Source: an optimization exercise on an open RTL-to-GDS flow (aim: small area, a short achievable clock period and few clock cycles). Production flows keep margins and buffers that such runs may drop. RTL that was checked went through simulation tests only; none was proved equivalent to the original. No activity file was given, so power comes from the tool's default toggle rates.

==> module ahb_lite_fir_filter, before the edit <==
module ahb_lite_fir_filter
(
  input  wire        clk,
  input  wire        n_rst,
  input  wire        hsel,
  input  wire [3:0]  haddr,
  input  wire        hsize,
  input  wire [1:0]  htrans,
  input  wire        hwrite,
  input  wire [15:0] hwdata,
  output reg  [15:0] hrdata,
  output reg         hresp
);
  wire xfer   = hsel & (htrans == 2'd2);
  wire wr_ok  = (haddr >= 4'd4) & (haddr <= 4'd14);
  always_comb hresp = xfer & (hwrite ? ~wr_ok : (haddr == 4'd15));
  reg        wp;           
  reg [3:0]  pa;           
  reg        ps;           
  always_ff @(posedge clk, negedge n_rst)
    if (!n_rst) wp <= 1'b0;
    else        wp <= xfer & hwrite & wr_ok;
  always_ff @(posedge clk) begin
    pa <= haddr;
    ps <= hsize;
  end
  wire wlo = wp & (ps | ~pa[0]);
  wire whi = wp & (ps |  pa[0]);
  reg [15:0] smp;                  
  reg [15:0] f0, f1, f2, f3;       
  reg [15:0] c0, c1, c2, c3;       
  reg [15:0] x1, x2;               
  reg        vc, vx1, vx2;         
  reg [17:0] acc;                  
  reg [15:0] res;                  
  reg        err;
  reg [15:0] mr;                   
  reg [15:0] ma;                   
  reg [8:0]  bone;                 
  reg [7:0]  btwo, bneg;
  reg s_0;                         
  reg u;                           
  reg s_c1;                        
  reg s_c2;                        
  reg s_c3;                        
  reg s_a3;                        
  reg g2;                          
  wire sel_smp = pa[3:1] == 3'd2;
  wire start   = wp & sel_smp;
  wire wr14    = wp & (pa == 4'd14);
  wire load    = wr14 & hwdata[0];
  wire [15:0] smp_n = {whi & sel_smp ? hwdata[15:8] : smp[15:8],
                       wlo & sel_smp ? hwdata[7:0]  : smp[7:0]};
  function automatic gt16(input [15:0] a, input [15:0] b);
    reg [15:0] g, l;
    integer w, i;
    g = a & ~b;
    l = ~a & b;
    for (w = 1; w < 16; w = w * 2)
      for (i = 0; i < 16; i = i + 2 * w) begin
        g[i] = g[i + w] | (~l[i + w] & g[i]);
        l[i] = l[i + w] | (~g[i + w] & l[i]);
      end
    gt16 = g[0];
  endfunction
  reg  [15:0] bn;
  wire [8:0]  bn_one;
  wire [7:0]  bn_two, bn_neg;
  wire [15:0] m;
  always_comb
    bn = ({16{start & vc}} & c0) | ({16{s_0 & vc}} & c1) |
         ({16{s_c1 & vc}} & c2) | ({16{s_c2 & vc}} & c3);
  fir_booth ENC (.b(bn), .one(bn_one), .two(bn_two), .neg(bn_neg));
  always_ff @(posedge clk) begin
    ma <= ({16{start | wr14 | s_0}} & smp_n) | ({16{s_c1 & vx1}} & x1) |
          ({16{s_c2 & vx2}} & x2);
    bone <= bn_one;
    btwo <= bn_two;
    bneg <= bn_neg;
  end
  fir_mul MUL (.a(ma), .one(bone), .two(btwo), .neg(bneg), .m(m));
  wire        sub  = g2 | s_c3;
  wire [17:0] opa  = s_c2 ? 18'd0 : acc;
  wire [17:0] sum  = sub ? opa - {2'b0, mr} : opa + {2'b0, mr};
  wire err_now = (~acc[17] & acc[16]) | (acc[17] & gt16(mr, acc[15:0]));
  always_ff @(posedge clk)
    mr <= m;
  always_ff @(posedge clk, negedge n_rst) begin
    if (!n_rst) begin
      smp <= '0;
      f0 <= '0; f1 <= '0; f2 <= '0; f3 <= '0;
      vc <= 1'b0; vx1 <= 1'b0; vx2 <= 1'b0;
      acc <= '0;
      res <= '0;
      err <= 1'b0;
      s_0 <= 1'b0; u <= 1'b0; s_c1 <= 1'b0; s_c2 <= 1'b0; s_c3 <= 1'b0;
      s_a3 <= 1'b0; g2 <= 1'b0;
    end else begin
      smp <= smp_n;
      if (wlo && pa[3:1] == 3'd3) f0[7:0]  <= hwdata[7:0];
      if (whi && pa[3:1] == 3'd3) f0[15:8] <= hwdata[15:8];
      if (wlo && pa[3:1] == 3'd4) f1[7:0]  <= hwdata[7:0];
      if (whi && pa[3:1] == 3'd4) f1[15:8] <= hwdata[15:8];
      if (wlo && pa[3:1] == 3'd5) f2[7:0]  <= hwdata[7:0];
      if (whi && pa[3:1] == 3'd5) f2[15:8] <= hwdata[15:8];
      if (wlo && pa[3:1] == 3'd6) f3[7:0]  <= hwdata[7:0];
      if (whi && pa[3:1] == 3'd6) f3[15:8] <= hwdata[15:8];
      if (start) begin
        vx1 <= 1'b1;
        vx2 <= vx1;
      end
      if (load)
        vc <= 1'b1;
      s_0  <= start | load;
      u    <= start;
      s_c1 <= s_0;
      g2   <= s_0 & u;
      s_c2 <= s_c1;
      s_c3 <= s_c2;
      s_a3 <= s_c3;
      if (load)
        err <= 1'b0;
      else if (g2)
        err <= err_now;
      if (g2)
        res <= sum[17] ? 16'd0 - sum[15:0] : sum[15:0];
      if (s_c2 | s_c3 | s_a3)
        acc <= sum;
    end
  end
  always_ff @(posedge clk) begin
    if (start) begin
      x1 <= smp;
      x2 <= x1;
    end
    if (load) begin
      c0 <= f0; c1 <= f1; c2 <= f2; c3 <= f3;
    end
  end
  reg [6:0] rlo, rhi;
  wire      rd = xfer & ~hwrite;
  always_ff @(posedge clk) begin
    for (int k = 0; k < 7; k++) begin
      rlo[k] <= rd & (haddr[3:1] == k) & (hsize | ~haddr[0]);
      rhi[k] <= rd & (haddr[3:1] == k) & (hsize |  haddr[0]);
    end
  end
  wire [15:0] g0 = {7'b0, g2 ? err_now : err, 7'b0, s_0};
  wire [15:0] r_hl [0:6];
  assign r_hl[0] = g0;
  assign r_hl[1] = res;
  assign r_hl[2] = smp;
  assign r_hl[3] = f0;
  assign r_hl[4] = f1;
  assign r_hl[5] = f2;
  assign r_hl[6] = f3;
  always_comb begin
    hrdata = 16'd0;
    for (int k = 0; k < 7; k++)
      hrdata = hrdata | ({{8{rhi[k]}}, {8{rlo[k]}}} & r_hl[k]);
  end
endmodule
clock: 11.0 ns
lec_check: 0
cap_margin: 20
core_margin: 2
core_utilization: 40
cts_buf_list: sky130_fd_sc_hd__clkbuf_16
cts_cluster_diameter: 80
cts_cluster_size: 25
slew_margin: 20
standard.sh (not shown) runs the stock make flow with config.mk's settings and CLKGATE_MAP_FILE= SYNTH_SCRIPT=/design/flow/synth_recipe.tcl, a recipe that flattens the netlist after the stock synthesis.
==> flow/flow/run.sh <==
#!/bin/bash
set -uo pipefail
export SETUP_SLACK_MARGIN=6.0
export BUFFER_PORTS_ARGS="-buffer_cell sky130_fd_sc_hd__buf_2"
bash standard.sh > standard.log 2>&1
The starting point completed with no timing, DRC or antenna violations.
Testbench counts at the start, summed over its fixed seeds: cycles 4,104.
Change:
--- a/flow/design.v
+++ b/flow/design.v
@@ -1103,14 +1103,18 @@
     bone <= bn_one;
     btwo <= bn_two;
     bneg <= bn_neg;
   end
   fir_mul MUL (.a(ma), .one(bone), .two(btwo), .neg(bneg), .m(m));
+  wire        mgt  = gt16(mr, acc[15:0]);
+  wire        dneg = acc[17] | mgt;
   wire        sub  = g2 | s_c3;
   wire [17:0] opa  = s_c2 ? 18'd0 : acc;
-  wire [17:0] sum  = sub ? opa - {2'b0, mr} : opa + {2'b0, mr};
-  wire err_now = (~acc[17] & acc[16]) | (acc[17] & gt16(mr, acc[15:0]));
+  wire [17:0] opb  = sub ? ~{2'b0, mr} : {2'b0, mr};
+  wire        cin  = s_c3 | (g2 & ~dneg);
+  wire [17:0] sum  = opa + opb + {17'd0, cin};
+  wire err_now = (~acc[17] & acc[16]) | (acc[17] & mgt);
   always_ff @(posedge clk)
     mr <= m;
   always_ff @(posedge clk, negedge n_rst) begin
     if (!n_rst) begin
       smp <= '0;
@@ -1147,11 +1151,11 @@
       if (load)
         err <= 1'b0;
       else if (g2)
         err <= err_now;
       if (g2)
-        res <= sum[17] ? 16'd0 - sum[15:0] : sum[15:0];
+        res <= sum[15:0] ^ {16{dneg}};
       if (s_c2 | s_c3 | s_a3)
         acc <= sum;
     end
   end
   always_ff @(posedge clk) begin
Synthesized cell count fell by 6.6%. Maximum frequency climbs by 0.44%. Final cell count went down by 5.8%. Routed wire length fell by 4.7%. Worst setup slack gains 22 ps. Core utilization is lower by 0.88 points. Global-route usage falls by 0.45 points. Combinational power goes down by 73%. Hold slack is better by 3.3 ps. Design area drops by 4.6%.
Testbench counts after the change, summed over its fixed seeds: cycles 4,104.


ahb_lite_fir_filter, a different RTL version from the one above (not shown whole).
Size: ~300 flip-flops, about 44 I/O pins, roughly 19000 µm² of cells after synthesis.
Settings: LEC_CHECK=0, CAP_MARGIN=20, CORE_MARGIN=2, CORE_UTILIZATION=40, CTS_BUF_LIST=sky130_fd_sc_hd__clkbuf_16, CTS_CLUSTER_DIAMETER=80, CTS_CLUSTER_SIZE=25, SLEW_MARGIN=20; clock period 11.0 ns.
Scripts as last shown in full above: flow/flow/run.sh
==> next run, changes <==
--- a/flow/design.v
+++ b/flow/design.v
@@ -1032,16 +1032,4 @@
   wire [15:0] smp_n = {whi & sel_smp ? hwdata[15:8] : smp[15:8],
                        wlo & sel_smp ? hwdata[7:0]  : smp[7:0]};
-  function automatic gt16(input [15:0] a, input [15:0] b);
-    reg [15:0] g, l;
-    integer w, i;
-    g = a & ~b;
-    l = ~a & b;
-    for (w = 1; w < 16; w = w * 2)
-      for (i = 0; i < 16; i = i + 2 * w) begin
-        g[i] = g[i + w] | (~l[i + w] & g[i]);
-        l[i] = l[i + w] | (~g[i + w] & l[i]);
-      end
-    gt16 = g[0];
-  endfunction
   reg  [15:0] bn;
   wire [8:0]  bn_one;
@@ -1063,5 +1051,5 @@
   wire [17:0] opa  = s_c2 ? 18'd0 : acc;
   wire [17:0] sum  = sub ? opa - {2'b0, mr} : opa + {2'b0, mr};
-  wire err_now = (~acc[17] & acc[16]) | (acc[17] & gt16(mr, acc[15:0]));
+  wire err_now = (~acc[17] & acc[16]) | (acc[17] & (mr > acc[15:0]));
   always_ff @(posedge clk)
     mr <= m;
@@ -1118,25 +1106,17 @@
     end
   end
-  reg [6:0] rlo, rhi;
-  wire      rd = xfer & ~hwrite;
-  always_ff @(posedge clk) begin
-    for (int k = 0; k < 7; k++) begin
-      rlo[k] <= rd & (haddr[3:1] == k) & (hsize | ~haddr[0]);
-      rhi[k] <= rd & (haddr[3:1] == k) & (hsize |  haddr[0]);
-    end
-  end
-  wire [15:0] g0 = {7'b0, g2 ? err_now : err, 7'b0, s_0};
-  wire [15:0] r_hl [0:6];
-  assign r_hl[0] = g0;
-  assign r_hl[1] = res;
-  assign r_hl[2] = smp;
-  assign r_hl[3] = f0;
-  assign r_hl[4] = f1;
-  assign r_hl[5] = f2;
-  assign r_hl[6] = f3;
+  reg [7:0] blo, bhi;
   always_comb begin
-    hrdata = 16'd0;
-    for (int k = 0; k < 7; k++)
-      hrdata = hrdata | ({{8{rhi[k]}}, {8{rlo[k]}}} & r_hl[k]);
+    case (pa[3:1])
+      3'd0:    begin blo = {7'b0, s_0}; bhi = {7'b0, g2 ? err_now : err}; end
+      3'd1:    begin blo = res[7:0];     bhi = res[15:8];   end
+      3'd2:    begin blo = smp[7:0];     bhi = smp[15:8];   end
+      3'd3:    begin blo = f0[7:0];      bhi = f0[15:8];    end
+      3'd4:    begin blo = f1[7:0];      bhi = f1[15:8];    end
+      3'd5:    begin blo = f2[7:0];      bhi = f2[15:8];    end
+      3'd6:    begin blo = f3[7:0];      bhi = f3[15:8];    end
+      default: begin blo = 8'd0;         bhi = 8'd0;        end
+    endcase
+    hrdata = {(ps | pa[0]) ? bhi : 8'd0, (ps | ~pa[0]) ? blo : 8'd0};
   end
 endmodule
What happened: The changed run produced a clean layout. Synthesized area went down by 1.8%. Combinational power shrinks by about 4%. Total power decreases by 5.0%. Sequential share of layout area goes down by 1.4 points. Final cell count grows by 0.33%. Register-to-register slack barely changes. Flip-flop and latch count went down by 14. Final area rises by 0.36%.
Function was not checked in any run of this note: the RTL went through the layout flow alone.

-- static timing again, ports no longer ideal --
The flow's constraints put no driver on any port. The routed layouts listed below were extracted and timed again, unchanged, in two steps. Step 1, drivers: a clkbuf_16 drives clk and a buf_2 each remaining input, both assumed. Step 2 moves the port delays by t, midway between the first and last clock arrival at a register: inputs arrive t later, outputs are due t later. That takes back most of the time a late clock gives input paths. a / b / c = no drivers / after step 1 / after step 2; a / b = the first two.
run | t (ns) | setup slack, ns | hold slack, ns | worst setup path after step 2 | worst data-port slew with drivers (ns)
the first run of note 1 | 0.586 | 6.003 / 5.982 / 5.982 | 0.400 / 0.400 / 0.400 | input to output | 0.04
the second run of note 1 | 0.554 | 6.025 / 5.975 / 5.975 | 0.404 / 0.404 / 0.404 | input to output | 0.06
the first run of note 2 | 0.568 | 5.781 / 5.731 / 6.011 | 0.428 / 0.428 / 0.428 | input to output | 0.04
the second run of note 2 | 0.567 | 5.968 / 5.917 / 6.019 | 0.403 / 0.403 / 0.403 | register to register | 0.04
After both steps every run listed still meets setup and hold. The setup slack of the second run of note 1, which loses most, moves by -0.050 ns with the drivers and by -0.050 ns with both steps.
